From an optimization exercise on the open Yosys and OpenROAD flow, aimed at small area; shortcuts taken in it are not production practice. Only simulation tests tie the RTL to the original design; equivalence was not proved. No activity file was given, so power comes from the tool's default toggle rates.

==> flow/design.v, too long to show whole: its modules and the start of the top module <==
// module HalfAdder: 4 lines
// module FullAdder: 4 lines
// module BoothSel: 3 lines
// module SystolicArray: 3287 lines
module SystolicArray #(parameter SIZE = 4, parameter DATA_WIDTH = 8)(
    input [SIZE*DATA_WIDTH-1:0] A,
    input [SIZE*DATA_WIDTH-1:0] B,
    input clk,
    input rst,
    output done,
    output [SIZE*SIZE*2*DATA_WIDTH-1:0] C
);
  // ...
==> flow/run.sh <==
#!/bin/bash
# synth_recipe.tcl (not shown) runs the flow's synth.tcl, then flattens the netlist and writes it again
# the make line also repeats each setting of config.mk as NAME=value (left out here)
make -C /OpenROAD-flow-scripts/flow DESIGN_CONFIG=/design/flow/config.mk WORK_HOME=/design/flow/orfs CLKGATE_MAP_FILE= SYNTH_SCRIPT=/design/flow/synth_recipe.tcl finish
==> flow/config.mk <==
export PLATFORM = sky130hd
export DESIGN_NAME = SystolicArray
export DESIGN_NICKNAME = SystolicArray
export VERILOG_FILES = /design/flow/design.v
export SDC_FILE = /design/flow/constraint.sdc
export NUM_CORES = 4
export LEC_CHECK = 0
export CAP_MARGIN = 20
export CORE_MARGIN = 2
export CORE_UTILIZATION = 40
export PLACE_DENSITY = 0.6
export SETUP_SLACK_MARGIN = 0.2
export SLEW_MARGIN = 20
export SYNTH_HIERARCHICAL = 1
==> flow/constraint.sdc <==
create_clock -name core_clock -period 6.0 [get_ports {clk}]
set_input_delay 1.2000 -clock core_clock [delete_from_list [all_inputs] [get_ports {clk}]]
set_output_delay 1.2000 -clock core_clock [all_outputs]
set_load 0.01 [all_outputs]
==> summary.txt, run 1 <==
Synth
  • Largest family of logic cells by synthesized area: adder cells
  • Post-Syn Instances: 3,767
  • Count leader, synth: fa_1
  • Cell accounting for the most synthesized area: fa_1
  • Mapped Area: 50,510 um2

Cells and area
  • Non-Filler Instances: 5,879
  • Fraction of area in multi-input gates: 50.56%
  • Non-Clock Buffer Count: 397
  • NonClk Buf Share: 6.656%
  • Most frequent cells in the layout: fa_1, and3_1, dfxtp_1
  • Largest cell class: multi-input gates
  • Synth-to-Final Area Change: 18.17%
  • Nets: 5,361

Outcome
  • Status: no timing/DRC/antenna violations

Setup path
  • Most frequent CP cell: fa_1
  • Type of element launching the critical path: flop
  • Crit-path cells: buf_12 > buf_4 > buf_4 > and3_1 > ha_1 > fa_1 > fa_2 > fa_1 > fa_1 > fa_1 > fa_2 > fa_2 > fa_1 > inv_1 > fa_1 > nor2b_1 > o31a_1 > or4_1 > nand3_1
  • Reg2reg start: T[10]$_DFF_PN0_
  • Cells on worst reg2reg path: 19

Route
  • Initial DRC count: 1,878
  • Router iterations before antenna repair: 5
  • Via/cell ratio: 5.166

Placed design
  • Placed cells: 5,676
  • IO Port Bufs: 322

Power and ir drop
  • P_sw: 0.01511 W
  • LEAKAGE: 28.09 nW
  • P_clk: 0.00639 W

Clock tree
  • Post-CTS Setup Bufs: 5
  • Clock-pin transition on the worst setup and hold timing paths: 0.06 ns

Worst hold path
  • Hold Path Depth: 0
==> run 2, diff against run 1 <==
--- a/flow/design.v
+++ b/flow/design.v
@@ -231,10 +231,34 @@
 FullAdder pe00_s191_fa(.a(pe00_c158), .b(pe00_s159), .c(pe00_c190), .s(pe00_s191), .co(pe00_c192));
 wire pe00_s193, pe00_c194;
 FullAdder pe00_s193_fa(.a(pe00_c160), .b(pe00_s161), .c(pe00_c192), .s(pe00_s193), .co(pe00_c194));
-assign pe00_sum[7:0] = {pe00_s193, pe00_s191, pe00_s189, pe00_s187, pe00_s185, pe00_s183, pe00_s181, pe00_s179};
-wire [7:0] pe00_ux = {pe00_c176, pe00_c174, pe00_c172, pe00_c170, pe00_c168, pe00_c166, pe00_c164, pe00_c162};
-wire [7:0] pe00_uy = {pe00_s177, pe00_s175, pe00_s173, pe00_s171, pe00_s169, pe00_s167, pe00_s165, pe00_s163};
-assign pe00_sum[15:8] = pe00_ux + pe00_uy + pe00_c194;
+wire pe00_s195, pe00_c196;
+FullAdder pe00_s195_fa(.a(pe00_c162), .b(pe00_s163), .c(pe00_c194), .s(pe00_s195), .co(pe00_c196));
+wire pe00_s197, pe00_c198;
+FullAdder pe00_s197_fa(.a(pe00_c164), .b(pe00_s165), .c(pe00_c196), .s(pe00_s197), .co(pe00_c198));
+assign pe00_sum[9:0] = {pe00_s197, pe00_s195, pe00_s193, pe00_s191, pe00_s189, pe00_s187, pe00_s185, pe00_s183, pe00_s181, pe00_s179};
+wire [5:0] pe00_ux = {pe00_c176, pe00_c174, pe00_c172, pe00_c170, pe00_c168, pe00_c166};
+wire [5:0] pe00_uy = {pe00_s177, pe00_s175, pe00_s173, pe00_s171, pe00_s169, pe00_s167};
+wire pe00_s199, pe00_c200;
+HalfAdder pe00_s199_ha(.a(pe00_c166), .b(pe00_s167), .s(pe00_s199), .co(pe00_c200));
+wire pe00_s201, pe00_c202;
+FullAdder pe00_s201_fa(.a(pe00_c168), .b(pe00_s169), .c(pe00_c200), .s(pe00_s201), .co(pe00_c202));
+wire pe00_s203, pe00_c204;
+FullAdder pe00_s203_fa(.a(pe00_s171), .b(pe00_c170), .c(pe00_c202), .s(pe00_s203), .co(pe00_c204));
+wire pe00_s205, pe00_c206;
+FullAdder pe00_s205_fa(.a(pe00_s173), .b(pe00_c172), .c(pe00_c204), .s(pe00_s205), .co(pe00_c206));
+wire pe00_s207, pe00_c208;
+FullAdder pe00_s207_fa(.a(pe00_s175), .b(pe00_c174), .c(pe00_c206), .s(pe00_s207), .co(pe00_c208));
+wire pe00_s209 = pe00_s177 ^ pe00_c176 ^ pe00_c208;
+wire pe00_q211 = pe00_s199 & pe00_s201;
+wire pe00_q212 = pe00_q211 & pe00_s203;
+wire pe00_q213 = pe00_q212 & pe00_s205;
+wire pe00_q214 = pe00_q213 & pe00_s207;
+assign pe00_sum[10] = pe00_s199 ^ pe00_c198;
+assign pe00_sum[11] = pe00_s201 ^ (pe00_c198 & pe00_s199);
+assign pe00_sum[12] = pe00_s203 ^ (pe00_c198 & pe00_q211);
+assign pe00_sum[13] = pe00_s205 ^ (pe00_c198 & pe00_q212);
+assign pe00_sum[14] = pe00_s207 ^ (pe00_c198 & pe00_q213);
+assign pe00_sum[15] = pe00_s209 ^ (pe00_c198 & pe00_q214);
 reg [15:0] pe01_acc;
 wire [15:0] pe01_sum;
 wire [7:0] pe01_a = ad0[63:56];
@@ -435,10 +459,34 @@
 FullAdder pe01_s191_fa(.a(pe01_c158), .b(pe01_s159), .c(pe01_c190), .s(pe01_s191), .co(pe01_c192));
 wire pe01_s193, pe01_c194;
 FullAdder pe01_s193_fa(.a(pe01_c160), .b(pe01_s161), .c(pe01_c192), .s(pe01_s193), .co(pe01_c194));
-assign pe01_sum[7:0] = {pe01_s193, pe01_s191, pe01_s189, pe01_s187, pe01_s185, pe01_s183, pe01_s181, pe01_s179};
-wire [7:0] pe01_ux = {pe01_c176, pe01_c174, pe01_c172, pe01_c170, pe01_c168, pe01_c166, pe01_c164, pe01_c162};
-wire [7:0] pe01_uy = {pe01_s177, pe01_s175, pe01_s173, pe01_s171, pe01_s169, pe01_s167, pe01_s165, pe01_s163};
-assign pe01_sum[15:8] = pe01_ux + pe01_uy + pe01_c194;
+wire pe01_s195, pe01_c196;
+FullAdder pe01_s195_fa(.a(pe01_c162), .b(pe01_s163), .c(pe01_c194), .s(pe01_s195), .co(pe01_c196));
+wire pe01_s197, pe01_c198;
+FullAdder pe01_s197_fa(.a(pe01_c164), .b(pe01_s165), .c(pe01_c196), .s(pe01_s197), .co(pe01_c198));
+assign pe01_sum[9:0] = {pe01_s197, pe01_s195, pe01_s193, pe01_s191, pe01_s189, pe01_s187, pe01_s185, pe01_s183, pe01_s181, pe01_s179};
+wire [5:0] pe01_ux = {pe01_c176, pe01_c174, pe01_c172, pe01_c170, pe01_c168, pe01_c166};
+wire [5:0] pe01_uy = {pe01_s177, pe01_s175, pe01_s173, pe01_s171, pe01_s169, pe01_s167};
+wire pe01_s199, pe01_c200;
+HalfAdder pe01_s199_ha(.a(pe01_c166), .b(pe01_s167), .s(pe01_s199), .co(pe01_c200));
+wire pe01_s201, pe01_c202;
+FullAdder pe01_s201_fa(.a(pe01_c168), .b(pe01_s169), .c(pe01_c200), .s(pe01_s201), .co(pe01_c202));
+wire pe01_s203, pe01_c204;
+FullAdder pe01_s203_fa(.a(pe01_s171), .b(pe01_c170), .c(pe01_c202), .s(pe01_s203), .co(pe01_c204));
+wire pe01_s205, pe01_c206;
+FullAdder pe01_s205_fa(.a(pe01_s173), .b(pe01_c172), .c(pe01_c204), .s(pe01_s205), .co(pe01_c206));
+wire pe01_s207, pe01_c208;
+FullAdder pe01_s207_fa(.a(pe01_s175), .b(pe01_c174), .c(pe01_c206), .s(pe01_s207), .co(pe01_c208));
+wire pe01_s209 = pe01_s177 ^ pe01_c176 ^ pe01_c208;
+wire pe01_q211 = pe01_s199 & pe01_s201;
+wire pe01_q212 = pe01_q211 & pe01_s203;
+wire pe01_q213 = pe01_q212 & pe01_s205;
+wire pe01_q214 = pe01_q213 & pe01_s207;
+assign pe01_sum[10] = pe01_s199 ^ pe01_c198;
+assign pe01_sum[11] = pe01_s201 ^ (pe01_c198 & pe01_s199);
+assign pe01_sum[12] = pe01_s203 ^ (pe01_c198 & pe01_q211);
+assign pe01_sum[13] = pe01_s205 ^ (pe01_c198 & pe01_q212);
+assign pe01_sum[14] = pe01_s207 ^ (pe01_c198 & pe01_q213);
+assign pe01_sum[15] = pe01_s209 ^ (pe01_c198 & pe01_q214);
 reg [15:0] pe02_acc;
 wire [15:0] pe02_sum;
 wire [7:0] pe02_a = ad0[71:64];
@@ -639,10 +687,34 @@
 FullAdder pe02_s191_fa(.a(pe02_c158), .b(pe02_s159), .c(pe02_c190), .s(pe02_s191), .co(pe02_c192));
 wire pe02_s193, pe02_c194;
 FullAdder pe02_s193_fa(.a(pe02_c160), .b(pe02_s161), .c(pe02_c192), .s(pe02_s193), .co(pe02_c194));
-assign pe02_sum[7:0] = {pe02_s193, pe02_s191, pe02_s189, pe02_s187, pe02_s185, pe02_s183, pe02_s181, pe02_s179};
-wire [7:0] pe02_ux = {pe02_c176, pe02_c174, pe02_c172, pe02_c170, pe02_c168, pe02_c166, pe02_c164, pe02_c162};
-wire [7:0] pe02_uy = {pe02_s177, pe02_s175, pe02_s173, pe02_s171, pe02_s169, pe02_s167, pe02_s165, pe02_s163};
-assign pe02_sum[15:8] = pe02_ux + pe02_uy + pe02_c194;
+wire pe02_s195, pe02_c196;
+FullAdder pe02_s195_fa(.a(pe02_c162), .b(pe02_s163), .c(pe02_c194), .s(pe02_s195), .co(pe02_c196));
+wire pe02_s197, pe02_c198;
+FullAdder pe02_s197_fa(.a(pe02_c164), .b(pe02_s165), .c(pe02_c196), .s(pe02_s197), .co(pe02_c198));
+assign pe02_sum[9:0] = {pe02_s197, pe02_s195, pe02_s193, pe02_s191, pe02_s189, pe02_s187, pe02_s185, pe02_s183, pe02_s181, pe02_s179};
+wire [5:0] pe02_ux = {pe02_c176, pe02_c174, pe02_c172, pe02_c170, pe02_c168, pe02_c166};
+wire [5:0] pe02_uy = {pe02_s177, pe02_s175, pe02_s173, pe02_s171, pe02_s169, pe02_s167};
+wire pe02_s199, pe02_c200;
+HalfAdder pe02_s199_ha(.a(pe02_c166), .b(pe02_s167), .s(pe02_s199), .co(pe02_c200));
+wire pe02_s201, pe02_c202;
+FullAdder pe02_s201_fa(.a(pe02_c168), .b(pe02_s169), .c(pe02_c200), .s(pe02_s201), .co(pe02_c202));
+wire pe02_s203, pe02_c204;
+FullAdder pe02_s203_fa(.a(pe02_s171), .b(pe02_c170), .c(pe02_c202), .s(pe02_s203), .co(pe02_c204));
+wire pe02_s205, pe02_c206;
+FullAdder pe02_s205_fa(.a(pe02_s173), .b(pe02_c172), .c(pe02_c204), .s(pe02_s205), .co(pe02_c206));
+wire pe02_s207, pe02_c208;
+FullAdder pe02_s207_fa(.a(pe02_s175), .b(pe02_c174), .c(pe02_c206), .s(pe02_s207), .co(pe02_c208));
+wire pe02_s209 = pe02_s177 ^ pe02_c176 ^ pe02_c208;
+wire pe02_q211 = pe02_s199 & pe02_s201;
+wire pe02_q212 = pe02_q211 & pe02_s203;
+wire pe02_q213 = pe02_q212 & pe02_s205;
+wire pe02_q214 = pe02_q213 & pe02_s207;
+assign pe02_sum[10] = pe02_s199 ^ pe02_c198;
+assign pe02_sum[11] = pe02_s201 ^ (pe02_c198 & pe02_s199);
+assign pe02_sum[12] = pe02_s203 ^ (pe02_c198 & pe02_q211);
+assign pe02_sum[13] = pe02_s205 ^ (pe02_c198 & pe02_q212);
+assign pe02_sum[14] = pe02_s207 ^ (pe02_c198 & pe02_q213);
+assign pe02_sum[15] = pe02_s209 ^ (pe02_c198 & pe02_q214);
 reg [15:0] pe03_acc;
 wire [15:0] pe03_sum;
 wire [7:0] pe03_a = ad0[79:72];
@@ -843,10 +915,34 @@
 FullAdder pe03_s191_fa(.a(pe03_c158), .b(pe03_s159), .c(pe03_c190), .s(pe03_s191), .co(pe03_c192));
 wire pe03_s193, pe03_c194;
 FullAdder pe03_s193_fa(.a(pe03_c160), .b(pe03_s161), .c(pe03_c192), .s(pe03_s193), .co(pe03_c194));
-assign pe03_sum[7:0] = {pe03_s193, pe03_s191, pe03_s189, pe03_s187, pe03_s185, pe03_s183, pe03_s181, pe03_s179};
-wire [7:0] pe03_ux = {pe03_c176, pe03_c174, pe03_c172, pe03_c170, pe03_c168, pe03_c166, pe03_c164, pe03_c162};
-wire [7:0] pe03_uy = {pe03_s177, pe03_s175, pe03_s173, pe03_s171, pe03_s169, pe03_s167, pe03_s165, pe03_s163};
-assign pe03_sum[15:8] = pe03_ux + pe03_uy + pe03_c194;
+wire pe03_s195, pe03_c196;
+FullAdder pe03_s195_fa(.a(pe03_c162), .b(pe03_s163), .c(pe03_c194), .s(pe03_s195), .co(pe03_c196));
+wire pe03_s197, pe03_c198;
+FullAdder pe03_s197_fa(.a(pe03_c164), .b(pe03_s165), .c(pe03_c196), .s(pe03_s197), .co(pe03_c198));
+assign pe03_sum[9:0] = {pe03_s197, pe03_s195, pe03_s193, pe03_s191, pe03_s189, pe03_s187, pe03_s185, pe03_s183, pe03_s181, pe03_s179};
+wire [5:0] pe03_ux = {pe03_c176, pe03_c174, pe03_c172, pe03_c170, pe03_c168, pe03_c166};
+wire [5:0] pe03_uy = {pe03_s177, pe03_s175, pe03_s173, pe03_s171, pe03_s169, pe03_s167};
+wire pe03_s199, pe03_c200;
+HalfAdder pe03_s199_ha(.a(pe03_c166), .b(pe03_s167), .s(pe03_s199), .co(pe03_c200));
+wire pe03_s201, pe03_c202;
+FullAdder pe03_s201_fa(.a(pe03_c168), .b(pe03_s169), .c(pe03_c200), .s(pe03_s201), .co(pe03_c202));
+wire pe03_s203, pe03_c204;
+FullAdder pe03_s203_fa(.a(pe03_s171), .b(pe03_c170), .c(pe03_c202), .s(pe03_s203), .co(pe03_c204));
+wire pe03_s205, pe03_c206;
+FullAdder pe03_s205_fa(.a(pe03_s173), .b(pe03_c172), .c(pe03_c204), .s(pe03_s205), .co(pe03_c206));
+wire pe03_s207, pe03_c208;
+FullAdder pe03_s207_fa(.a(pe03_s175), .b(pe03_c174), .c(pe03_c206), .s(pe03_s207), .co(pe03_c208));
+wire pe03_s209 = pe03_s177 ^ pe03_c176 ^ pe03_c208;
+wire pe03_q211 = pe03_s199 & pe03_s201;
+wire pe03_q212 = pe03_q211 & pe03_s203;
+wire pe03_q213 = pe03_q212 & pe03_s205;
+wire pe03_q214 = pe03_q213 & pe03_s207;
+assign pe03_sum[10] = pe03_s199 ^ pe03_c198;
+assign pe03_sum[11] = pe03_s201 ^ (pe03_c198 & pe03_s199);
+assign pe03_sum[12] = pe03_s203 ^ (pe03_c198 & pe03_q211);
+assign pe03_sum[13] = pe03_s205 ^ (pe03_c198 & pe03_q212);
+assign pe03_sum[14] = pe03_s207 ^ (pe03_c198 & pe03_q213);
+assign pe03_sum[15] = pe03_s209 ^ (pe03_c198 & pe03_q214);
 reg [15:0] pe10_acc;
 wire [15:0] pe10_sum;
 wire [7:0] pe10_a = ad1[55:48];
@@ -1047,10 +1143,34 @@
 FullAdder pe10_s191_fa(.a(pe10_c158), .b(pe10_s159), .c(pe10_c190), .s(pe10_s191), .co(pe10_c192));
 wire pe10_s193, pe10_c194;
 FullAdder pe10_s193_fa(.a(pe10_c160), .b(pe10_s161), .c(pe10_c192), .s(pe10_s193), .co(pe10_c194));
-assign pe10_sum[7:0] = {pe10_s193, pe10_s191, pe10_s189, pe10_s187, pe10_s185, pe10_s183, pe10_s181, pe10_s179};
-wire [7:0] pe10_ux = {pe10_c176, pe10_c174, pe10_c172, pe10_c170, pe10_c168, pe10_c166, pe10_c164, pe10_c162};
-wire [7:0] pe10_uy = {pe10_s177, pe10_s175, pe10_s173, pe10_s171, pe10_s169, pe10_s167, pe10_s165, pe10_s163};
-assign pe10_sum[15:8] = pe10_ux + pe10_uy + pe10_c194;
+wire pe10_s195, pe10_c196;
+FullAdder pe10_s195_fa(.a(pe10_c162), .b(pe10_s163), .c(pe10_c194), .s(pe10_s195), .co(pe10_c196));
+wire pe10_s197, pe10_c198;
+FullAdder pe10_s197_fa(.a(pe10_c164), .b(pe10_s165), .c(pe10_c196), .s(pe10_s197), .co(pe10_c198));
+assign pe10_sum[9:0] = {pe10_s197, pe10_s195, pe10_s193, pe10_s191, pe10_s189, pe10_s187, pe10_s185, pe10_s183, pe10_s181, pe10_s179};
+wire [5:0] pe10_ux = {pe10_c176, pe10_c174, pe10_c172, pe10_c170, pe10_c168, pe10_c166};
+wire [5:0] pe10_uy = {pe10_s177, pe10_s175, pe10_s173, pe10_s171, pe10_s169, pe10_s167};
+wire pe10_s199, pe10_c200;
+HalfAdder pe10_s199_ha(.a(pe10_c166), .b(pe10_s167), .s(pe10_s199), .co(pe10_c200));
+wire pe10_s201, pe10_c202;
+FullAdder pe10_s201_fa(.a(pe10_c168), .b(pe10_s169), .c(pe10_c200), .s(pe10_s201), .co(pe10_c202));
+wire pe10_s203, pe10_c204;
+FullAdder pe10_s203_fa(.a(pe10_s171), .b(pe10_c170), .c(pe10_c202), .s(pe10_s203), .co(pe10_c204));
+wire pe10_s205, pe10_c206;
+FullAdder pe10_s205_fa(.a(pe10_s173), .b(pe10_c172), .c(pe10_c204), .s(pe10_s205), .co(pe10_c206));
+wire pe10_s207, pe10_c208;
+FullAdder pe10_s207_fa(.a(pe10_s175), .b(pe10_c174), .c(pe10_c206), .s(pe10_s207), .co(pe10_c208));
+wire pe10_s209 = pe10_s177 ^ pe10_c176 ^ pe10_c208;
+wire pe10_q211 = pe10_s199 & pe10_s201;
+wire pe10_q212 = pe10_q211 & pe10_s203;
+wire pe10_q213 = pe10_q212 & pe10_s205;
+wire pe10_q214 = pe10_q213 & pe10_s207;
+assign pe10_sum[10] = pe10_s199 ^ pe10_c198;
+assign pe10_sum[11] = pe10_s201 ^ (pe10_c198 & pe10_s199);
+assign pe10_sum[12] = pe10_s203 ^ (pe10_c198 & pe10_q211);
+assign pe10_sum[13] = pe10_s205 ^ (pe10_c198 & pe10_q212);
+assign pe10_sum[14] = pe10_s207 ^ (pe10_c198 & pe10_q213);
+assign pe10_sum[15] = pe10_s209 ^ (pe10_c198 & pe10_q214);
 reg [15:0] pe11_acc;
 wire [15:0] pe11_sum;
 wire [7:0] pe11_a = ad1[63:56];
@@ -1251,10 +1371,34 @@
 FullAdder pe11_s191_fa(.a(pe11_c158), .b(pe11_s159), .c(pe11_c190), .s(pe11_s191), .co(pe11_c192));
 wire pe11_s193, pe11_c194;
 FullAdder pe11_s193_fa(.a(pe11_c160), .b(pe11_s161), .c(pe11_c192), .s(pe11_s193), .co(pe11_c194));
-assign pe11_sum[7:0] = {pe11_s193, pe11_s191, pe11_s189, pe11_s187, pe11_s185, pe11_s183, pe11_s181, pe11_s179};
-wire [7:0] pe11_ux = {pe11_c176, pe11_c174, pe11_c172, pe11_c170, pe11_c168, pe11_c166, pe11_c164, pe11_c162};
-wire [7:0] pe11_uy = {pe11_s177, pe11_s175, pe11_s173, pe11_s171, pe11_s169, pe11_s167, pe11_s165, pe11_s163};
-assign pe11_sum[15:8] = pe11_ux + pe11_uy + pe11_c194;
+wire pe11_s195, pe11_c196;
+FullAdder pe11_s195_fa(.a(pe11_c162), .b(pe11_s163), .c(pe11_c194), .s(pe11_s195), .co(pe11_c196));
+wire pe11_s197, pe11_c198;
+FullAdder pe11_s197_fa(.a(pe11_c164), .b(pe11_s165), .c(pe11_c196), .s(pe11_s197), .co(pe11_c198));
+assign pe11_sum[9:0] = {pe11_s197, pe11_s195, pe11_s193, pe11_s191, pe11_s189, pe11_s187, pe11_s185, pe11_s183, pe11_s181, pe11_s179};
+wire [5:0] pe11_ux = {pe11_c176, pe11_c174, pe11_c172, pe11_c170, pe11_c168, pe11_c166};
+wire [5:0] pe11_uy = {pe11_s177, pe11_s175, pe11_s173, pe11_s171, pe11_s169, pe11_s167};
+wire pe11_s199, pe11_c200;
+HalfAdder pe11_s199_ha(.a(pe11_c166), .b(pe11_s167), .s(pe11_s199), .co(pe11_c200));
+wire pe11_s201, pe11_c202;
+FullAdder pe11_s201_fa(.a(pe11_c168), .b(pe11_s169), .c(pe11_c200), .s(pe11_s201), .co(pe11_c202));
+wire pe11_s203, pe11_c204;
+FullAdder pe11_s203_fa(.a(pe11_s171), .b(pe11_c170), .c(pe11_c202), .s(pe11_s203), .co(pe11_c204));
+wire pe11_s205, pe11_c206;
+FullAdder pe11_s205_fa(.a(pe11_s173), .b(pe11_c172), .c(pe11_c204), .s(pe11_s205), .co(pe11_c206));
+wire pe11_s207, pe11_c208;
+FullAdder pe11_s207_fa(.a(pe11_s175), .b(pe11_c174), .c(pe11_c206), .s(pe11_s207), .co(pe11_c208));
+wire pe11_s209 = pe11_s177 ^ pe11_c176 ^ pe11_c208;
+wire pe11_q211 = pe11_s199 & pe11_s201;
+wire pe11_q212 = pe11_q211 & pe11_s203;
+wire pe11_q213 = pe11_q212 & pe11_s205;
+wire pe11_q214 = pe11_q213 & pe11_s207;
+assign pe11_sum[10] = pe11_s199 ^ pe11_c198;
+assign pe11_sum[11] = pe11_s201 ^ (pe11_c198 & pe11_s199);
+assign pe11_sum[12] = pe11_s203 ^ (pe11_c198 & pe11_q211);
+assign pe11_sum[13] = pe11_s205 ^ (pe11_c198 & pe11_q212);
+assign pe11_sum[14] = pe11_s207 ^ (pe11_c198 & pe11_q213);
+assign pe11_sum[15] = pe11_s209 ^ (pe11_c198 & pe11_q214);
 reg [15:0] pe12_acc;
 wire [15:0] pe12_sum;
 wire [7:0] pe12_a = ad1[71:64];
@@ -1455,10 +1599,34 @@
 FullAdder pe12_s191_fa(.a(pe12_c158), .b(pe12_s159), .c(pe12_c190), .s(pe12_s191), .co(pe12_c192));
 wire pe12_s193, pe12_c194;
 FullAdder pe12_s193_fa(.a(pe12_c160), .b(pe12_s161), .c(pe12_c192), .s(pe12_s193), .co(pe12_c194));
-assign pe12_sum[7:0] = {pe12_s193, pe12_s191, pe12_s189, pe12_s187, pe12_s185, pe12_s183, pe12_s181, pe12_s179};
-wire [7:0] pe12_ux = {pe12_c176, pe12_c174, pe12_c172, pe12_c170, pe12_c168, pe12_c166, pe12_c164, pe12_c162};
-wire [7:0] pe12_uy = {pe12_s177, pe12_s175, pe12_s173, pe12_s171, pe12_s169, pe12_s167, pe12_s165, pe12_s163};
-assign pe12_sum[15:8] = pe12_ux + pe12_uy + pe12_c194;
+wire pe12_s195, pe12_c196;
+FullAdder pe12_s195_fa(.a(pe12_c162), .b(pe12_s163), .c(pe12_c194), .s(pe12_s195), .co(pe12_c196));
+wire pe12_s197, pe12_c198;
+FullAdder pe12_s197_fa(.a(pe12_c164), .b(pe12_s165), .c(pe12_c196), .s(pe12_s197), .co(pe12_c198));
+assign pe12_sum[9:0] = {pe12_s197, pe12_s195, pe12_s193, pe12_s191, pe12_s189, pe12_s187, pe12_s185, pe12_s183, pe12_s181, pe12_s179};
+wire [5:0] pe12_ux = {pe12_c176, pe12_c174, pe12_c172, pe12_c170, pe12_c168, pe12_c166};
+wire [5:0] pe12_uy = {pe12_s177, pe12_s175, pe12_s173, pe12_s171, pe12_s169, pe12_s167};
+wire pe12_s199, pe12_c200;
+HalfAdder pe12_s199_ha(.a(pe12_c166), .b(pe12_s167), .s(pe12_s199), .co(pe12_c200));
+wire pe12_s201, pe12_c202;
+FullAdder pe12_s201_fa(.a(pe12_c168), .b(pe12_s169), .c(pe12_c200), .s(pe12_s201), .co(pe12_c202));
+wire pe12_s203, pe12_c204;
+FullAdder pe12_s203_fa(.a(pe12_s171), .b(pe12_c170), .c(pe12_c202), .s(pe12_s203), .co(pe12_c204));
+wire pe12_s205, pe12_c206;
+FullAdder pe12_s205_fa(.a(pe12_s173), .b(pe12_c172), .c(pe12_c204), .s(pe12_s205), .co(pe12_c206));
+wire pe12_s207, pe12_c208;
+FullAdder pe12_s207_fa(.a(pe12_s175), .b(pe12_c174), .c(pe12_c206), .s(pe12_s207), .co(pe12_c208));
+wire pe12_s209 = pe12_s177 ^ pe12_c176 ^ pe12_c208;
+wire pe12_q211 = pe12_s199 & pe12_s201;
+wire pe12_q212 = pe12_q211 & pe12_s203;
+wire pe12_q213 = pe12_q212 & pe12_s205;
+wire pe12_q214 = pe12_q213 & pe12_s207;
+assign pe12_sum[10] = pe12_s199 ^ pe12_c198;
+assign pe12_sum[11] = pe12_s201 ^ (pe12_c198 & pe12_s199);
+assign pe12_sum[12] = pe12_s203 ^ (pe12_c198 & pe12_q211);
+assign pe12_sum[13] = pe12_s205 ^ (pe12_c198 & pe12_q212);
+assign pe12_sum[14] = pe12_s207 ^ (pe12_c198 & pe12_q213);
+assign pe12_sum[15] = pe12_s209 ^ (pe12_c198 & pe12_q214);
 reg [15:0] pe13_acc;
 wire [15:0] pe13_sum;
 wire [7:0] pe13_a = ad1[79:72];
@@ -1659,10 +1827,34 @@
 FullAdder pe13_s191_fa(.a(pe13_c158), .b(pe13_s159), .c(pe13_c190), .s(pe13_s191), .co(pe13_c192));
 wire pe13_s193, pe13_c194;
 FullAdder pe13_s193_fa(.a(pe13_c160), .b(pe13_s161), .c(pe13_c192), .s(pe13_s193), .co(pe13_c194));
-assign pe13_sum[7:0] = {pe13_s193, pe13_s191, pe13_s189, pe13_s187, pe13_s185, pe13_s183, pe13_s181, pe13_s179};
-wire [7:0] pe13_ux = {pe13_c176, pe13_c174, pe13_c172, pe13_c170, pe13_c168, pe13_c166, pe13_c164, pe13_c162};
-wire [7:0] pe13_uy = {pe13_s177, pe13_s175, pe13_s173, pe13_s171, pe13_s169, pe13_s167, pe13_s165, pe13_s163};
-assign pe13_sum[15:8] = pe13_ux + pe13_uy + pe13_c194;
+wire pe13_s195, pe13_c196;
+FullAdder pe13_s195_fa(.a(pe13_c162), .b(pe13_s163), .c(pe13_c194), .s(pe13_s195), .co(pe13_c196));
+wire pe13_s197, pe13_c198;
+FullAdder pe13_s197_fa(.a(pe13_c164), .b(pe13_s165), .c(pe13_c196), .s(pe13_s197), .co(pe13_c198));
+assign pe13_sum[9:0] = {pe13_s197, pe13_s195, pe13_s193, pe13_s191, pe13_s189, pe13_s187, pe13_s185, pe13_s183, pe13_s181, pe13_s179};
+wire [5:0] pe13_ux = {pe13_c176, pe13_c174, pe13_c172, pe13_c170, pe13_c168, pe13_c166};
+wire [5:0] pe13_uy = {pe13_s177, pe13_s175, pe13_s173, pe13_s171, pe13_s169, pe13_s167};
+wire pe13_s199, pe13_c200;
+HalfAdder pe13_s199_ha(.a(pe13_c166), .b(pe13_s167), .s(pe13_s199), .co(pe13_c200));
+wire pe13_s201, pe13_c202;
+FullAdder pe13_s201_fa(.a(pe13_c168), .b(pe13_s169), .c(pe13_c200), .s(pe13_s201), .co(pe13_c202));
+wire pe13_s203, pe13_c204;
+FullAdder pe13_s203_fa(.a(pe13_s171), .b(pe13_c170), .c(pe13_c202), .s(pe13_s203), .co(pe13_c204));
+wire pe13_s205, pe13_c206;
+FullAdder pe13_s205_fa(.a(pe13_s173), .b(pe13_c172), .c(pe13_c204), .s(pe13_s205), .co(pe13_c206));
+wire pe13_s207, pe13_c208;
+FullAdder pe13_s207_fa(.a(pe13_s175), .b(pe13_c174), .c(pe13_c206), .s(pe13_s207), .co(pe13_c208));
+wire pe13_s209 = pe13_s177 ^ pe13_c176 ^ pe13_c208;
+wire pe13_q211 = pe13_s199 & pe13_s201;
+wire pe13_q212 = pe13_q211 & pe13_s203;
+wire pe13_q213 = pe13_q212 & pe13_s205;
+wire pe13_q214 = pe13_q213 & pe13_s207;
+assign pe13_sum[10] = pe13_s199 ^ pe13_c198;
+assign pe13_sum[11] = pe13_s201 ^ (pe13_c198 & pe13_s199);
+assign pe13_sum[12] = pe13_s203 ^ (pe13_c198 & pe13_q211);
+assign pe13_sum[13] = pe13_s205 ^ (pe13_c198 & pe13_q212);
+assign pe13_sum[14] = pe13_s207 ^ (pe13_c198 & pe13_q213);
+assign pe13_sum[15] = pe13_s209 ^ (pe13_c198 & pe13_q214);
 reg [15:0] pe20_acc;
 wire [15:0] pe20_sum;
 wire [7:0] pe20_a = ad2[55:48];
@@ -1863,10 +2055,34 @@
 FullAdder pe20_s191_fa(.a(pe20_c158), .b(pe20_s159), .c(pe20_c190), .s(pe20_s191), .co(pe20_c192));
 wire pe20_s193, pe20_c194;
 FullAdder pe20_s193_fa(.a(pe20_c160), .b(pe20_s161), .c(pe20_c192), .s(pe20_s193), .co(pe20_c194));
-assign pe20_sum[7:0] = {pe20_s193, pe20_s191, pe20_s189, pe20_s187, pe20_s185, pe20_s183, pe20_s181, pe20_s179};
-wire [7:0] pe20_ux = {pe20_c176, pe20_c174, pe20_c172, pe20_c170, pe20_c168, pe20_c166, pe20_c164, pe20_c162};
-wire [7:0] pe20_uy = {pe20_s177, pe20_s175, pe20_s173, pe20_s171, pe20_s169, pe20_s167, pe20_s165, pe20_s163};
-assign pe20_sum[15:8] = pe20_ux + pe20_uy + pe20_c194;
+wire pe20_s195, pe20_c196;
+FullAdder pe20_s195_fa(.a(pe20_c162), .b(pe20_s163), .c(pe20_c194), .s(pe20_s195), .co(pe20_c196));
+wire pe20_s197, pe20_c198;
+FullAdder pe20_s197_fa(.a(pe20_c164), .b(pe20_s165), .c(pe20_c196), .s(pe20_s197), .co(pe20_c198));
+assign pe20_sum[9:0] = {pe20_s197, pe20_s195, pe20_s193, pe20_s191, pe20_s189, pe20_s187, pe20_s185, pe20_s183, pe20_s181, pe20_s179};
+wire [5:0] pe20_ux = {pe20_c176, pe20_c174, pe20_c172, pe20_c170, pe20_c168, pe20_c166};
+wire [5:0] pe20_uy = {pe20_s177, pe20_s175, pe20_s173, pe20_s171, pe20_s169, pe20_s167};
+wire pe20_s199, pe20_c200;
+HalfAdder pe20_s199_ha(.a(pe20_c166), .b(pe20_s167), .s(pe20_s199), .co(pe20_c200));
+wire pe20_s201, pe20_c202;
+FullAdder pe20_s201_fa(.a(pe20_c168), .b(pe20_s169), .c(pe20_c200), .s(pe20_s201), .co(pe20_c202));
+wire pe20_s203, pe20_c204;
+FullAdder pe20_s203_fa(.a(pe20_s171), .b(pe20_c170), .c(pe20_c202), .s(pe20_s203), .co(pe20_c204));
+wire pe20_s205, pe20_c206;
+FullAdder pe20_s205_fa(.a(pe20_s173), .b(pe20_c172), .c(pe20_c204), .s(pe20_s205), .co(pe20_c206));
+wire pe20_s207, pe20_c208;
+FullAdder pe20_s207_fa(.a(pe20_s175), .b(pe20_c174), .c(pe20_c206), .s(pe20_s207), .co(pe20_c208));
+wire pe20_s209 = pe20_s177 ^ pe20_c176 ^ pe20_c208;
+wire pe20_q211 = pe20_s199 & pe20_s201;
+wire pe20_q212 = pe20_q211 & pe20_s203;
+wire pe20_q213 = pe20_q212 & pe20_s205;
+wire pe20_q214 = pe20_q213 & pe20_s207;
+assign pe20_sum[10] = pe20_s199 ^ pe20_c198;
+assign pe20_sum[11] = pe20_s201 ^ (pe20_c198 & pe20_s199);
+assign pe20_sum[12] = pe20_s203 ^ (pe20_c198 & pe20_q211);
+assign pe20_sum[13] = pe20_s205 ^ (pe20_c198 & pe20_q212);
+assign pe20_sum[14] = pe20_s207 ^ (pe20_c198 & pe20_q213);
+assign pe20_sum[15] = pe20_s209 ^ (pe20_c198 & pe20_q214);
 reg [15:0] pe21_acc;
 wire [15:0] pe21_sum;
 wire [7:0] pe21_a = ad2[63:56];
@@ -2067,10 +2283,34 @@
 FullAdder pe21_s191_fa(.a(pe21_c158), .b(pe21_s159), .c(pe21_c190), .s(pe21_s191), .co(pe21_c192));
 wire pe21_s193, pe21_c194;
 FullAdder pe21_s193_fa(.a(pe21_c160), .b(pe21_s161), .c(pe21_c192), .s(pe21_s193), .co(pe21_c194));
-assign pe21_sum[7:0] = {pe21_s193, pe21_s191, pe21_s189, pe21_s187, pe21_s185, pe21_s183, pe21_s181, pe21_s179};
-wire [7:0] pe21_ux = {pe21_c176, pe21_c174, pe21_c172, pe21_c170, pe21_c168, pe21_c166, pe21_c164, pe21_c162};
-wire [7:0] pe21_uy = {pe21_s177, pe21_s175, pe21_s173, pe21_s171, pe21_s169, pe21_s167, pe21_s165, pe21_s163};
-assign pe21_sum[15:8] = pe21_ux + pe21_uy + pe21_c194;
+wire pe21_s195, pe21_c196;
+FullAdder pe21_s195_fa(.a(pe21_c162), .b(pe21_s163), .c(pe21_c194), .s(pe21_s195), .co(pe21_c196));
+wire pe21_s197, pe21_c198;
+FullAdder pe21_s197_fa(.a(pe21_c164), .b(pe21_s165), .c(pe21_c196), .s(pe21_s197), .co(pe21_c198));
+assign pe21_sum[9:0] = {pe21_s197, pe21_s195, pe21_s193, pe21_s191, pe21_s189, pe21_s187, pe21_s185, pe21_s183, pe21_s181, pe21_s179};
+wire [5:0] pe21_ux = {pe21_c176, pe21_c174, pe21_c172, pe21_c170, pe21_c168, pe21_c166};
+wire [5:0] pe21_uy = {pe21_s177, pe21_s175, pe21_s173, pe21_s171, pe21_s169, pe21_s167};
+wire pe21_s199, pe21_c200;
+HalfAdder pe21_s199_ha(.a(pe21_c166), .b(pe21_s167), .s(pe21_s199), .co(pe21_c200));
+wire pe21_s201, pe21_c202;
+FullAdder pe21_s201_fa(.a(pe21_c168), .b(pe21_s169), .c(pe21_c200), .s(pe21_s201), .co(pe21_c202));
+wire pe21_s203, pe21_c204;
+FullAdder pe21_s203_fa(.a(pe21_s171), .b(pe21_c170), .c(pe21_c202), .s(pe21_s203), .co(pe21_c204));
+wire pe21_s205, pe21_c206;
+FullAdder pe21_s205_fa(.a(pe21_s173), .b(pe21_c172), .c(pe21_c204), .s(pe21_s205), .co(pe21_c206));
+wire pe21_s207, pe21_c208;
+FullAdder pe21_s207_fa(.a(pe21_s175), .b(pe21_c174), .c(pe21_c206), .s(pe21_s207), .co(pe21_c208));
+wire pe21_s209 = pe21_s177 ^ pe21_c176 ^ pe21_c208;
+wire pe21_q211 = pe21_s199 & pe21_s201;
+wire pe21_q212 = pe21_q211 & pe21_s203;
+wire pe21_q213 = pe21_q212 & pe21_s205;
+wire pe21_q214 = pe21_q213 & pe21_s207;
+assign pe21_sum[10] = pe21_s199 ^ pe21_c198;
+assign pe21_sum[11] = pe21_s201 ^ (pe21_c198 & pe21_s199);
+assign pe21_sum[12] = pe21_s203 ^ (pe21_c198 & pe21_q211);
+assign pe21_sum[13] = pe21_s205 ^ (pe21_c198 & pe21_q212);
+assign pe21_sum[14] = pe21_s207 ^ (pe21_c198 & pe21_q213);
+assign pe21_sum[15] = pe21_s209 ^ (pe21_c198 & pe21_q214);
 reg [15:0] pe22_acc;
 wire [15:0] pe22_sum;
 wire [7:0] pe22_a = ad2[71:64];
@@ -2271,10 +2511,34 @@
 FullAdder pe22_s191_fa(.a(pe22_c158), .b(pe22_s159), .c(pe22_c190), .s(pe22_s191), .co(pe22_c192));
 wire pe22_s193, pe22_c194;
 FullAdder pe22_s193_fa(.a(pe22_c160), .b(pe22_s161), .c(pe22_c192), .s(pe22_s193), .co(pe22_c194));
-assign pe22_sum[7:0] = {pe22_s193, pe22_s191, pe22_s189, pe22_s187, pe22_s185, pe22_s183, pe22_s181, pe22_s179};
-wire [7:0] pe22_ux = {pe22_c176, pe22_c174, pe22_c172, pe22_c170, pe22_c168, pe22_c166, pe22_c164, pe22_c162};
-wire [7:0] pe22_uy = {pe22_s177, pe22_s175, pe22_s173, pe22_s171, pe22_s169, pe22_s167, pe22_s165, pe22_s163};
-assign pe22_sum[15:8] = pe22_ux + pe22_uy + pe22_c194;
+wire pe22_s195, pe22_c196;
+FullAdder pe22_s195_fa(.a(pe22_c162), .b(pe22_s163), .c(pe22_c194), .s(pe22_s195), .co(pe22_c196));
+wire pe22_s197, pe22_c198;
+FullAdder pe22_s197_fa(.a(pe22_c164), .b(pe22_s165), .c(pe22_c196), .s(pe22_s197), .co(pe22_c198));
+assign pe22_sum[9:0] = {pe22_s197, pe22_s195, pe22_s193, pe22_s191, pe22_s189, pe22_s187, pe22_s185, pe22_s183, pe22_s181, pe22_s179};
+wire [5:0] pe22_ux = {pe22_c176, pe22_c174, pe22_c172, pe22_c170, pe22_c168, pe22_c166};
+wire [5:0] pe22_uy = {pe22_s177, pe22_s175, pe22_s173, pe22_s171, pe22_s169, pe22_s167};
+wire pe22_s199, pe22_c200;
+HalfAdder pe22_s199_ha(.a(pe22_c166), .b(pe22_s167), .s(pe22_s199), .co(pe22_c200));
+wire pe22_s201, pe22_c202;
+FullAdder pe22_s201_fa(.a(pe22_c168), .b(pe22_s169), .c(pe22_c200), .s(pe22_s201), .co(pe22_c202));
+wire pe22_s203, pe22_c204;
+FullAdder pe22_s203_fa(.a(pe22_s171), .b(pe22_c170), .c(pe22_c202), .s(pe22_s203), .co(pe22_c204));
+wire pe22_s205, pe22_c206;
+FullAdder pe22_s205_fa(.a(pe22_s173), .b(pe22_c172), .c(pe22_c204), .s(pe22_s205), .co(pe22_c206));
+wire pe22_s207, pe22_c208;
+FullAdder pe22_s207_fa(.a(pe22_s175), .b(pe22_c174), .c(pe22_c206), .s(pe22_s207), .co(pe22_c208));
+wire pe22_s209 = pe22_s177 ^ pe22_c176 ^ pe22_c208;
+wire pe22_q211 = pe22_s199 & pe22_s201;
+wire pe22_q212 = pe22_q211 & pe22_s203;
+wire pe22_q213 = pe22_q212 & pe22_s205;
+wire pe22_q214 = pe22_q213 & pe22_s207;
+assign pe22_sum[10] = pe22_s199 ^ pe22_c198;
+assign pe22_sum[11] = pe22_s201 ^ (pe22_c198 & pe22_s199);
+assign pe22_sum[12] = pe22_s203 ^ (pe22_c198 & pe22_q211);
+assign pe22_sum[13] = pe22_s205 ^ (pe22_c198 & pe22_q212);
+assign pe22_sum[14] = pe22_s207 ^ (pe22_c198 & pe22_q213);
+assign pe22_sum[15] = pe22_s209 ^ (pe22_c198 & pe22_q214);
 reg [15:0] pe23_acc;
 wire [15:0] pe23_sum;
 wire [7:0] pe23_a = ad2[79:72];
@@ -2475,10 +2739,34 @@
 FullAdder pe23_s191_fa(.a(pe23_c158), .b(pe23_s159), .c(pe23_c190), .s(pe23_s191), .co(pe23_c192));
 wire pe23_s193, pe23_c194;
 FullAdder pe23_s193_fa(.a(pe23_c160), .b(pe23_s161), .c(pe23_c192), .s(pe23_s193), .co(pe23_c194));
-assign pe23_sum[7:0] = {pe23_s193, pe23_s191, pe23_s189, pe23_s187, pe23_s185, pe23_s183, pe23_s181, pe23_s179};
-wire [7:0] pe23_ux = {pe23_c176, pe23_c174, pe23_c172, pe23_c170, pe23_c168, pe23_c166, pe23_c164, pe23_c162};
-wire [7:0] pe23_uy = {pe23_s177, pe23_s175, pe23_s173, pe23_s171, pe23_s169, pe23_s167, pe23_s165, pe23_s163};
-assign pe23_sum[15:8] = pe23_ux + pe23_uy + pe23_c194;
+wire pe23_s195, pe23_c196;
+FullAdder pe23_s195_fa(.a(pe23_c162), .b(pe23_s163), .c(pe23_c194), .s(pe23_s195), .co(pe23_c196));
+wire pe23_s197, pe23_c198;
+FullAdder pe23_s197_fa(.a(pe23_c164), .b(pe23_s165), .c(pe23_c196), .s(pe23_s197), .co(pe23_c198));
+assign pe23_sum[9:0] = {pe23_s197, pe23_s195, pe23_s193, pe23_s191, pe23_s189, pe23_s187, pe23_s185, pe23_s183, pe23_s181, pe23_s179};
+wire [5:0] pe23_ux = {pe23_c176, pe23_c174, pe23_c172, pe23_c170, pe23_c168, pe23_c166};
+wire [5:0] pe23_uy = {pe23_s177, pe23_s175, pe23_s173, pe23_s171, pe23_s169, pe23_s167};
+wire pe23_s199, pe23_c200;
+HalfAdder pe23_s199_ha(.a(pe23_c166), .b(pe23_s167), .s(pe23_s199), .co(pe23_c200));
+wire pe23_s201, pe23_c202;
+FullAdder pe23_s201_fa(.a(pe23_c168), .b(pe23_s169), .c(pe23_c200), .s(pe23_s201), .co(pe23_c202));
+wire pe23_s203, pe23_c204;
+FullAdder pe23_s203_fa(.a(pe23_s171), .b(pe23_c170), .c(pe23_c202), .s(pe23_s203), .co(pe23_c204));
+wire pe23_s205, pe23_c206;
+FullAdder pe23_s205_fa(.a(pe23_s173), .b(pe23_c172), .c(pe23_c204), .s(pe23_s205), .co(pe23_c206));
+wire pe23_s207, pe23_c208;
+FullAdder pe23_s207_fa(.a(pe23_s175), .b(pe23_c174), .c(pe23_c206), .s(pe23_s207), .co(pe23_c208));
+wire pe23_s209 = pe23_s177 ^ pe23_c176 ^ pe23_c208;
+wire pe23_q211 = pe23_s199 & pe23_s201;
+wire pe23_q212 = pe23_q211 & pe23_s203;
+wire pe23_q213 = pe23_q212 & pe23_s205;
+wire pe23_q214 = pe23_q213 & pe23_s207;
+assign pe23_sum[10] = pe23_s199 ^ pe23_c198;
+assign pe23_sum[11] = pe23_s201 ^ (pe23_c198 & pe23_s199);
+assign pe23_sum[12] = pe23_s203 ^ (pe23_c198 & pe23_q211);
+assign pe23_sum[13] = pe23_s205 ^ (pe23_c198 & pe23_q212);
+assign pe23_sum[14] = pe23_s207 ^ (pe23_c198 & pe23_q213);
+assign pe23_sum[15] = pe23_s209 ^ (pe23_c198 & pe23_q214);
 reg [15:0] pe30_acc;
 wire [15:0] pe30_sum;
 wire [7:0] pe30_a = ad3[55:48];
@@ -2679,10 +2967,34 @@
 FullAdder pe30_s191_fa(.a(pe30_c158), .b(pe30_s159), .c(pe30_c190), .s(pe30_s191), .co(pe30_c192));
 wire pe30_s193, pe30_c194;
 FullAdder pe30_s193_fa(.a(pe30_c160), .b(pe30_s161), .c(pe30_c192), .s(pe30_s193), .co(pe30_c194));
-assign pe30_sum[7:0] = {pe30_s193, pe30_s191, pe30_s189, pe30_s187, pe30_s185, pe30_s183, pe30_s181, pe30_s179};
-wire [7:0] pe30_ux = {pe30_c176, pe30_c174, pe30_c172, pe30_c170, pe30_c168, pe30_c166, pe30_c164, pe30_c162};
-wire [7:0] pe30_uy = {pe30_s177, pe30_s175, pe30_s173, pe30_s171, pe30_s169, pe30_s167, pe30_s165, pe30_s163};
-assign pe30_sum[15:8] = pe30_ux + pe30_uy + pe30_c194;
+wire pe30_s195, pe30_c196;
+FullAdder pe30_s195_fa(.a(pe30_c162), .b(pe30_s163), .c(pe30_c194), .s(pe30_s195), .co(pe30_c196));
+wire pe30_s197, pe30_c198;
+FullAdder pe30_s197_fa(.a(pe30_c164), .b(pe30_s165), .c(pe30_c196), .s(pe30_s197), .co(pe30_c198));
+assign pe30_sum[9:0] = {pe30_s197, pe30_s195, pe30_s193, pe30_s191, pe30_s189, pe30_s187, pe30_s185, pe30_s183, pe30_s181, pe30_s179};
+wire [5:0] pe30_ux = {pe30_c176, pe30_c174, pe30_c172, pe30_c170, pe30_c168, pe30_c166};
+wire [5:0] pe30_uy = {pe30_s177, pe30_s175, pe30_s173, pe30_s171, pe30_s169, pe30_s167};
+wire pe30_s199, pe30_c200;
+HalfAdder pe30_s199_ha(.a(pe30_c166), .b(pe30_s167), .s(pe30_s199), .co(pe30_c200));
+wire pe30_s201, pe30_c202;
+FullAdder pe30_s201_fa(.a(pe30_c168), .b(pe30_s169), .c(pe30_c200), .s(pe30_s201), .co(pe30_c202));
+wire pe30_s203, pe30_c204;
+FullAdder pe30_s203_fa(.a(pe30_s171), .b(pe30_c170), .c(pe30_c202), .s(pe30_s203), .co(pe30_c204));
+wire pe30_s205, pe30_c206;
+FullAdder pe30_s205_fa(.a(pe30_s173), .b(pe30_c172), .c(pe30_c204), .s(pe30_s205), .co(pe30_c206));
+wire pe30_s207, pe30_c208;
+FullAdder pe30_s207_fa(.a(pe30_s175), .b(pe30_c174), .c(pe30_c206), .s(pe30_s207), .co(pe30_c208));
+wire pe30_s209 = pe30_s177 ^ pe30_c176 ^ pe30_c208;
+wire pe30_q211 = pe30_s199 & pe30_s201;
+wire pe30_q212 = pe30_q211 & pe30_s203;
+wire pe30_q213 = pe30_q212 & pe30_s205;
+wire pe30_q214 = pe30_q213 & pe30_s207;
+assign pe30_sum[10] = pe30_s199 ^ pe30_c198;
+assign pe30_sum[11] = pe30_s201 ^ (pe30_c198 & pe30_s199);
+assign pe30_sum[12] = pe30_s203 ^ (pe30_c198 & pe30_q211);
+assign pe30_sum[13] = pe30_s205 ^ (pe30_c198 & pe30_q212);
+assign pe30_sum[14] = pe30_s207 ^ (pe30_c198 & pe30_q213);
+assign pe30_sum[15] = pe30_s209 ^ (pe30_c198 & pe30_q214);
 reg [15:0] pe31_acc;
 wire [15:0] pe31_sum;
 wire [7:0] pe31_a = ad3[63:56];
@@ -2883,10 +3195,34 @@
 FullAdder pe31_s191_fa(.a(pe31_c158), .b(pe31_s159), .c(pe31_c190), .s(pe31_s191), .co(pe31_c192));
 wire pe31_s193, pe31_c194;
 FullAdder pe31_s193_fa(.a(pe31_c160), .b(pe31_s161), .c(pe31_c192), .s(pe31_s193), .co(pe31_c194));
-assign pe31_sum[7:0] = {pe31_s193, pe31_s191, pe31_s189, pe31_s187, pe31_s185, pe31_s183, pe31_s181, pe31_s179};
-wire [7:0] pe31_ux = {pe31_c176, pe31_c174, pe31_c172, pe31_c170, pe31_c168, pe31_c166, pe31_c164, pe31_c162};
-wire [7:0] pe31_uy = {pe31_s177, pe31_s175, pe31_s173, pe31_s171, pe31_s169, pe31_s167, pe31_s165, pe31_s163};
-assign pe31_sum[15:8] = pe31_ux + pe31_uy + pe31_c194;
+wire pe31_s195, pe31_c196;
+FullAdder pe31_s195_fa(.a(pe31_c162), .b(pe31_s163), .c(pe31_c194), .s(pe31_s195), .co(pe31_c196));
+wire pe31_s197, pe31_c198;
+FullAdder pe31_s197_fa(.a(pe31_c164), .b(pe31_s165), .c(pe31_c196), .s(pe31_s197), .co(pe31_c198));
+assign pe31_sum[9:0] = {pe31_s197, pe31_s195, pe31_s193, pe31_s191, pe31_s189, pe31_s187, pe31_s185, pe31_s183, pe31_s181, pe31_s179};
+wire [5:0] pe31_ux = {pe31_c176, pe31_c174, pe31_c172, pe31_c170, pe31_c168, pe31_c166};
+wire [5:0] pe31_uy = {pe31_s177, pe31_s175, pe31_s173, pe31_s171, pe31_s169, pe31_s167};
+wire pe31_s199, pe31_c200;
+HalfAdder pe31_s199_ha(.a(pe31_c166), .b(pe31_s167), .s(pe31_s199), .co(pe31_c200));
+wire pe31_s201, pe31_c202;
+FullAdder pe31_s201_fa(.a(pe31_c168), .b(pe31_s169), .c(pe31_c200), .s(pe31_s201), .co(pe31_c202));
+wire pe31_s203, pe31_c204;
+FullAdder pe31_s203_fa(.a(pe31_s171), .b(pe31_c170), .c(pe31_c202), .s(pe31_s203), .co(pe31_c204));
+wire pe31_s205, pe31_c206;
+FullAdder pe31_s205_fa(.a(pe31_s173), .b(pe31_c172), .c(pe31_c204), .s(pe31_s205), .co(pe31_c206));
+wire pe31_s207, pe31_c208;
+FullAdder pe31_s207_fa(.a(pe31_s175), .b(pe31_c174), .c(pe31_c206), .s(pe31_s207), .co(pe31_c208));
+wire pe31_s209 = pe31_s177 ^ pe31_c176 ^ pe31_c208;
+wire pe31_q211 = pe31_s199 & pe31_s201;
+wire pe31_q212 = pe31_q211 & pe31_s203;
+wire pe31_q213 = pe31_q212 & pe31_s205;
+wire pe31_q214 = pe31_q213 & pe31_s207;
+assign pe31_sum[10] = pe31_s199 ^ pe31_c198;
+assign pe31_sum[11] = pe31_s201 ^ (pe31_c198 & pe31_s199);
+assign pe31_sum[12] = pe31_s203 ^ (pe31_c198 & pe31_q211);
+assign pe31_sum[13] = pe31_s205 ^ (pe31_c198 & pe31_q212);
+assign pe31_sum[14] = pe31_s207 ^ (pe31_c198 & pe31_q213);
+assign pe31_sum[15] = pe31_s209 ^ (pe31_c198 & pe31_q214);
 reg [15:0] pe32_acc;
 wire [15:0] pe32_sum;
 wire [7:0] pe32_a = ad3[71:64];
@@ -3087,10 +3423,34 @@
 FullAdder pe32_s191_fa(.a(pe32_c158), .b(pe32_s159), .c(pe32_c190), .s(pe32_s191), .co(pe32_c192));
 wire pe32_s193, pe32_c194;
 FullAdder pe32_s193_fa(.a(pe32_c160), .b(pe32_s161), .c(pe32_c192), .s(pe32_s193), .co(pe32_c194));
-assign pe32_sum[7:0] = {pe32_s193, pe32_s191, pe32_s189, pe32_s187, pe32_s185, pe32_s183, pe32_s181, pe32_s179};
-wire [7:0] pe32_ux = {pe32_c176, pe32_c174, pe32_c172, pe32_c170, pe32_c168, pe32_c166, pe32_c164, pe32_c162};
-wire [7:0] pe32_uy = {pe32_s177, pe32_s175, pe32_s173, pe32_s171, pe32_s169, pe32_s167, pe32_s165, pe32_s163};
-assign pe32_sum[15:8] = pe32_ux + pe32_uy + pe32_c194;
+wire pe32_s195, pe32_c196;
+FullAdder pe32_s195_fa(.a(pe32_c162), .b(pe32_s163), .c(pe32_c194), .s(pe32_s195), .co(pe32_c196));
+wire pe32_s197, pe32_c198;
+FullAdder pe32_s197_fa(.a(pe32_c164), .b(pe32_s165), .c(pe32_c196), .s(pe32_s197), .co(pe32_c198));
+assign pe32_sum[9:0] = {pe32_s197, pe32_s195, pe32_s193, pe32_s191, pe32_s189, pe32_s187, pe32_s185, pe32_s183, pe32_s181, pe32_s179};
+wire [5:0] pe32_ux = {pe32_c176, pe32_c174, pe32_c172, pe32_c170, pe32_c168, pe32_c166};
+wire [5:0] pe32_uy = {pe32_s177, pe32_s175, pe32_s173, pe32_s171, pe32_s169, pe32_s167};
+wire pe32_s199, pe32_c200;
+HalfAdder pe32_s199_ha(.a(pe32_c166), .b(pe32_s167), .s(pe32_s199), .co(pe32_c200));
+wire pe32_s201, pe32_c202;
+FullAdder pe32_s201_fa(.a(pe32_c168), .b(pe32_s169), .c(pe32_c200), .s(pe32_s201), .co(pe32_c202));
+wire pe32_s203, pe32_c204;
+FullAdder pe32_s203_fa(.a(pe32_s171), .b(pe32_c170), .c(pe32_c202), .s(pe32_s203), .co(pe32_c204));
+wire pe32_s205, pe32_c206;
+FullAdder pe32_s205_fa(.a(pe32_s173), .b(pe32_c172), .c(pe32_c204), .s(pe32_s205), .co(pe32_c206));
+wire pe32_s207, pe32_c208;
+FullAdder pe32_s207_fa(.a(pe32_s175), .b(pe32_c174), .c(pe32_c206), .s(pe32_s207), .co(pe32_c208));
+wire pe32_s209 = pe32_s177 ^ pe32_c176 ^ pe32_c208;
+wire pe32_q211 = pe32_s199 & pe32_s201;
+wire pe32_q212 = pe32_q211 & pe32_s203;
+wire pe32_q213 = pe32_q212 & pe32_s205;
+wire pe32_q214 = pe32_q213 & pe32_s207;
+assign pe32_sum[10] = pe32_s199 ^ pe32_c198;
+assign pe32_sum[11] = pe32_s201 ^ (pe32_c198 & pe32_s199);
+assign pe32_sum[12] = pe32_s203 ^ (pe32_c198 & pe32_q211);
+assign pe32_sum[13] = pe32_s205 ^ (pe32_c198 & pe32_q212);
+assign pe32_sum[14] = pe32_s207 ^ (pe32_c198 & pe32_q213);
+assign pe32_sum[15] = pe32_s209 ^ (pe32_c198 & pe32_q214);
 reg [15:0] pe33_acc;
 wire [15:0] pe33_sum;
 wire [7:0] pe33_a = ad3[79:72];
@@ -3291,8 +3651,32 @@
 FullAdder pe33_s191_fa(.a(pe33_c158), .b(pe33_s159), .c(pe33_c190), .s(pe33_s191), .co(pe33_c192));
 wire pe33_s193, pe33_c194;
 FullAdder pe33_s193_fa(.a(pe33_c160), .b(pe33_s161), .c(pe33_c192), .s(pe33_s193), .co(pe33_c194));
-assign pe33_sum[7:0] = {pe33_s193, pe33_s191, pe33_s189, pe33_s187, pe33_s185, pe33_s183, pe33_s181, pe33_s179};
-wire [7:0] pe33_ux = {pe33_c176, pe33_c174, pe33_c172, pe33_c170, pe33_c168, pe33_c166, pe33_c164, pe33_c162};
-wire [7:0] pe33_uy = {pe33_s177, pe33_s175, pe33_s173, pe33_s171, pe33_s169, pe33_s167, pe33_s165, pe33_s163};
-assign pe33_sum[15:8] = pe33_ux + pe33_uy + pe33_c194;
+wire pe33_s195, pe33_c196;
+FullAdder pe33_s195_fa(.a(pe33_c162), .b(pe33_s163), .c(pe33_c194), .s(pe33_s195), .co(pe33_c196));
+wire pe33_s197, pe33_c198;
+FullAdder pe33_s197_fa(.a(pe33_c164), .b(pe33_s165), .c(pe33_c196), .s(pe33_s197), .co(pe33_c198));
+assign pe33_sum[9:0] = {pe33_s197, pe33_s195, pe33_s193, pe33_s191, pe33_s189, pe33_s187, pe33_s185, pe33_s183, pe33_s181, pe33_s179};
+wire [5:0] pe33_ux = {pe33_c176, pe33_c174, pe33_c172, pe33_c170, pe33_c168, pe33_c166};
+wire [5:0] pe33_uy = {pe33_s177, pe33_s175, pe33_s173, pe33_s171, pe33_s169, pe33_s167};
+wire pe33_s199, pe33_c200;
+HalfAdder pe33_s199_ha(.a(pe33_c166), .b(pe33_s167), .s(pe33_s199), .co(pe33_c200));
+wire pe33_s201, pe33_c202;
+FullAdder pe33_s201_fa(.a(pe33_c168), .b(pe33_s169), .c(pe33_c200), .s(pe33_s201), .co(pe33_c202));
+wire pe33_s203, pe33_c204;
+FullAdder pe33_s203_fa(.a(pe33_s171), .b(pe33_c170), .c(pe33_c202), .s(pe33_s203), .co(pe33_c204));
+wire pe33_s205, pe33_c206;
+FullAdder pe33_s205_fa(.a(pe33_s173), .b(pe33_c172), .c(pe33_c204), .s(pe33_s205), .co(pe33_c206));
+wire pe33_s207, pe33_c208;
+FullAdder pe33_s207_fa(.a(pe33_s175), .b(pe33_c174), .c(pe33_c206), .s(pe33_s207), .co(pe33_c208));
+wire pe33_s209 = pe33_s177 ^ pe33_c176 ^ pe33_c208;
+wire pe33_q211 = pe33_s199 & pe33_s201;
+wire pe33_q212 = pe33_q211 & pe33_s203;
+wire pe33_q213 = pe33_q212 & pe33_s205;
+wire pe33_q214 = pe33_q213 & pe33_s207;
+assign pe33_sum[10] = pe33_s199 ^ pe33_c198;
+assign pe33_sum[11] = pe33_s201 ^ (pe33_c198 & pe33_s199);
+assign pe33_sum[12] = pe33_s203 ^ (pe33_c198 & pe33_q211);
+assign pe33_sum[13] = pe33_s205 ^ (pe33_c198 & pe33_q212);
+assign pe33_sum[14] = pe33_s207 ^ (pe33_c198 & pe33_q213);
+assign pe33_sum[15] = pe33_s209 ^ (pe33_c198 & pe33_q214);
 endmodule
==> flow/flow/run.sh (new file) <==
#!/bin/bash
set -o pipefail
export BUFFER_PORTS_ARGS="-buffer_cell sky130_fd_sc_hd__buf_1"
export CTS_ARGS="-sink_clustering_enable -repair_clock_nets -dont_use_dummy_load"
bash standard.sh > standard_flow.log 2>&1
rc=$?
cp -r orfs/logs flow_logs 2>/dev/null
exit $rc
==> flow/standard.sh (new file) <==
#!/bin/bash
# synth_recipe.tcl (not shown) runs the flow's synth.tcl, then flattens the netlist and writes it again
# the make line also repeats each setting of config.mk as NAME=value (left out here)
make -C /OpenROAD-flow-scripts/flow DESIGN_CONFIG=/design/flow/config.mk WORK_HOME=/design/flow/orfs CLKGATE_MAP_FILE= SYNTH_SCRIPT=/design/flow/synth_recipe.tcl "${@:-finish}"
--- a/flow/config.mk
+++ b/flow/config.mk
@@ -8,6 +8,7 @@
 export CAP_MARGIN = 20
 export CORE_MARGIN = 2
 export CORE_UTILIZATION = 40
+export CTS_BUF_LIST = sky130_fd_sc_hd__clkbuf_4 sky130_fd_sc_hd__clkbuf_8
 export PLACE_DENSITY = 0.6
 export SETUP_SLACK_MARGIN = 0.2
 export SLEW_MARGIN = 20
removed: flow/run.sh
==> run 2 against run 1 <==
Still clean. Area after synthesis decreased by 2.0%. Wire length shrank 5.8%. Clock-buffer cell count decreased by 28. Core utilization is 2.8 points lower. Clock skew increased by 0.031 ns. Clock power fell by 21%. Cell count is 7.3% lower. Via count shrank 8.7%. Global-route usage is 0.50 points lower. Critical path type unchanged. Largest power group unchanged. Highest routed layer unchanged.
==> summary.txt, run 2 <==
Synth
  • YS warnings: 7
  • Post-synthesis sequential area ratio: 39.35%
  • Yosys top cell area share: 39.49%
  • Post-Syn Instances: 3,445 (-8.5%)
  • Post-synthesis register bit count: 906
  • Mapped Area: 49,480 um2 (-2.0%)
  • Synth cell types: 20
  • Post-Syn Nets: 4,663
  • Count leader, synth: fa_1
  • Synth Area per Inst: 14.36 um2
  • Synth top area cells: fa_1, dfxtp_1, dfrtp_1
  • Post-synth EDFFs: 0
  • Ys flop type: dfxtp_1
  • Synth cell count leaders: fa_1, and3_1, dfxtp_1
  • Cell accounting for the most synthesized area: fa_1
  • Ys async rst share: 29.36%

Setup path
  • WS Path Type: reg -> reg
  • Top cell family by delay on the critical path: adder cells
  • Type of element launching the critical path: flop
  • Slowest cell on crit path: dfrtp_4
  • Max stage delay on crit path: 0.57 ns
  • Critical Path End Type: flop
  • Critical path fanouts, max: 38
  • Worst path bufs/invs: 1
  • Crit-path cells: buf_12 > and3_1 > ha_1 > fa_1 > fa_1 > fa_1 > fa_1 > fa_1 > fa_1 > fa_1 > fa_1 > fa_1 > and4_1 > nand3_1 > xnor2_1
  • Required @ worst endpoint: 6.57 ns
  • Most frequent CP cell: fa_1
  • WP data arrival: 6.20 ns

Cells and area
  • Most common cell after layout, fill and taps aside: fa_1
  • Share of layout cells above drive strength 1: 4.512%
  • Non-Filler Instances: 5,449 (-7.3%)
  • Synth-to-Final Area Change: 11.59%
  • Finished Cell Area: 55,210 um2
  • ANT cells: 0
  • Most frequent cells in the layout: fa_1, and3_1, dfxtp_1
  • Nets: 5,032 (-6.1%)

GRT
  • Global route overflow: 0
  • Vias in the first global route: 31,310
  • Tot GR Track Use: 18.53%
  • Initial antenna violation count: 0
  • Global-route wire length before repair: 180,800 um
  • Largest net degree at the start of global routing: 107

Route
  • DRC: 0
  • WL final: 113,200 um
  • Via/cell ratio: 5.090 (-1.5%)
  • Met1 wire length: 47,880 um
  • Router iterations before antenna repair: 5 (unchanged)
  • Met2 Routed Length: 54,300 um
  • Drt wl/cell: 20.77 um
  • Top sig layer: met4
  • Antenna-violating nets left: 0
  • Initial DRC count: 1,715 (-8.7%)
  • Met3 wire length: 7814 um
  • Vias: 27,736

Clock tree
  • CTS Sinks: 906
  • CTS Buf Count: 99
  • H-tree depth: 3
  • Clock Tree Buf Depth: 3
  • CTS tree: yes
  • Root buffer cell: clkbuf_16
  • CTS Hold Bufs: 0
  • Clock-pin transition on the worst setup and hold timing paths: 0.06 ns (about the same)
  • Clk latency of the worst-skew pair: 0.71 ns

Floorplanning
  • Starting Density: 40.18%
  • Die width: 355.7 um
  • Io pins: 323
  • Die Height: 355.7 um
  • Core Area: 123,200 um2
  • Die Area: 126,500 um2
  • Std cell rows: 129

STA
  • Normalized max-slew margin: 45.71%
  • Setup violations, final: 0
  • RSZ-0062 raised after global routing: no
  • Part of the cycle the worst path needs: 93.76%
  • Fin. Hold Viols: 0
  • Setup TNS: 0 ns
  • FMAX: 177.8 MHz
  • Post-Route Skew: 0.07521 ns
  • Max Slew Vio Count: 0
  • Min Tclk post-route: 5.625 ns
  • Worst slew pin tran: 0.8143 ns
  • Fin Hold WS: 0.2732 ns

Power and ir drop
  • LEAKAGE: 25.95 nW (-7.6%)
  • Max IR drop VDD: 0.5522 mV
  • Power Dens Cells: 586.7 nW/um2

Placed design
  • Post-DP HPWL: 85,750 um
  • Post-DP Area: 52,690 um2
  • Gp weighted congestion: 0.8511
  • Placed cells: 5,347 (-5.8%)
  • IO Port Bufs: 322 (unchanged)

Worst hold path
  • Hold Path Class: reg -> reg

Flow run
  • Max-cap violations: 0

Outcome
  • Status: no timing/DRC/antenna violations
-- run 2: cell types whose count changed after synthesis, sizes merged, moves of 18 or more --
| cell | change |
|---|---|
| clkbuf | -52 |
| inv | -74 |
| a21oi | -78 |
| buf | +52 |
| xor2 | +35 |
| nor2 | -26 |
| o21ai | -25 |
| nor2b | -18 |
| fa | +64 |
| ha | -64 |
-- run 2: kinds of logic after synthesis --
group,Yosys count,share of synthesized area [%]
fa+ha+maj,1152,43.94
buf+inv,170,1.644
flops,906,39.35
simple gates,1104,13.08
other cells,1,0.007579
xor+xnor,112,1.983
-- run 2: metal layers --
metal / vias up / track usage, %
met1: 14719 / 24.67
li1: 12132 / -
met4: 0 / 5.805
met3: 176 / 4.953
met5: - / 0
met2: 709 / 29.61
-- run 2: Yosys stat by module, one instance, submodules excluded --
module | times used | flip-flops and latches | cells inside
HalfAdder | 144 | 0 | 1
FullAdder | 976 | 0 | 1
SystolicArray | 1 | 906 | 2325
-- run 2: power breakdown --
part	total (W)	switching, W	internal [W]
Sequential	0.00895	0.00123	0.00772
Clock	0.00508	0.00222	0.00286
Combinational	0.0184	0.00962	0.00875
Total	0.0324	0.0131	0.0193
-- run 2: final timing paths --
kind / endpoint / cells after the start / slack (ns) / from
max: pe22_acc[15]$_DFF_PN0_ / 15 / 0.37 / T[9]$_DFF_PN0_
max reg2reg: pe22_acc[15]$_DFF_PN0_ / 15 / 0.37 / T[9]$_DFF_PN0_
min reg2reg: bd0[24]$_DFF_P_ / 0 / 0.27 / bd0[16]$_DFF_P_
max in group asynchronous: pe01_acc[2]$_DFF_PN0_ / 3 / 4.16 / rst
min: bd0[24]$_DFF_P_ / 0 / 0.27 / bd0[16]$_DFF_P_
min in group asynchronous: pe12_acc[10]$_DFF_PN0_ / 1 / 0.47 / rst
-- run 2: final cells by class --
cell class                 instances  area (um2)
inverter                          48       180.2
timing repair buffer             390        1831
tap                             1637        2048
fill                           11093       67940
sequential                       906       19480
clock buffer                      99        2477
multi-input combinational       2369       29200
-- run 2: repair_timing --
| action | in CTS | in global routing |
|---|---|---|
| endpoints found under the setup margin | 0 | 11 |
| buffers inserted | 0 | 3 |
| gates resized for setup | 0 | 2 |
-- run 2: stage by stage --
stage | power (W) | setup slack (ns) | utilization [%]
4_1_cts | 0.03304 | 0.2739 | 44.80
2_1_floorplan | 0.02260 | 0.7326 | -
6_report | 0.03239 | 0.3745 | 44.83
3_5_place_dp | 0.02754 | 0.3243 | 42.79
5_1_grt | 0.03584 | 0.2033 | 44.83
3_3_place_gp | 0.02719 | 0.4065 | 42.79
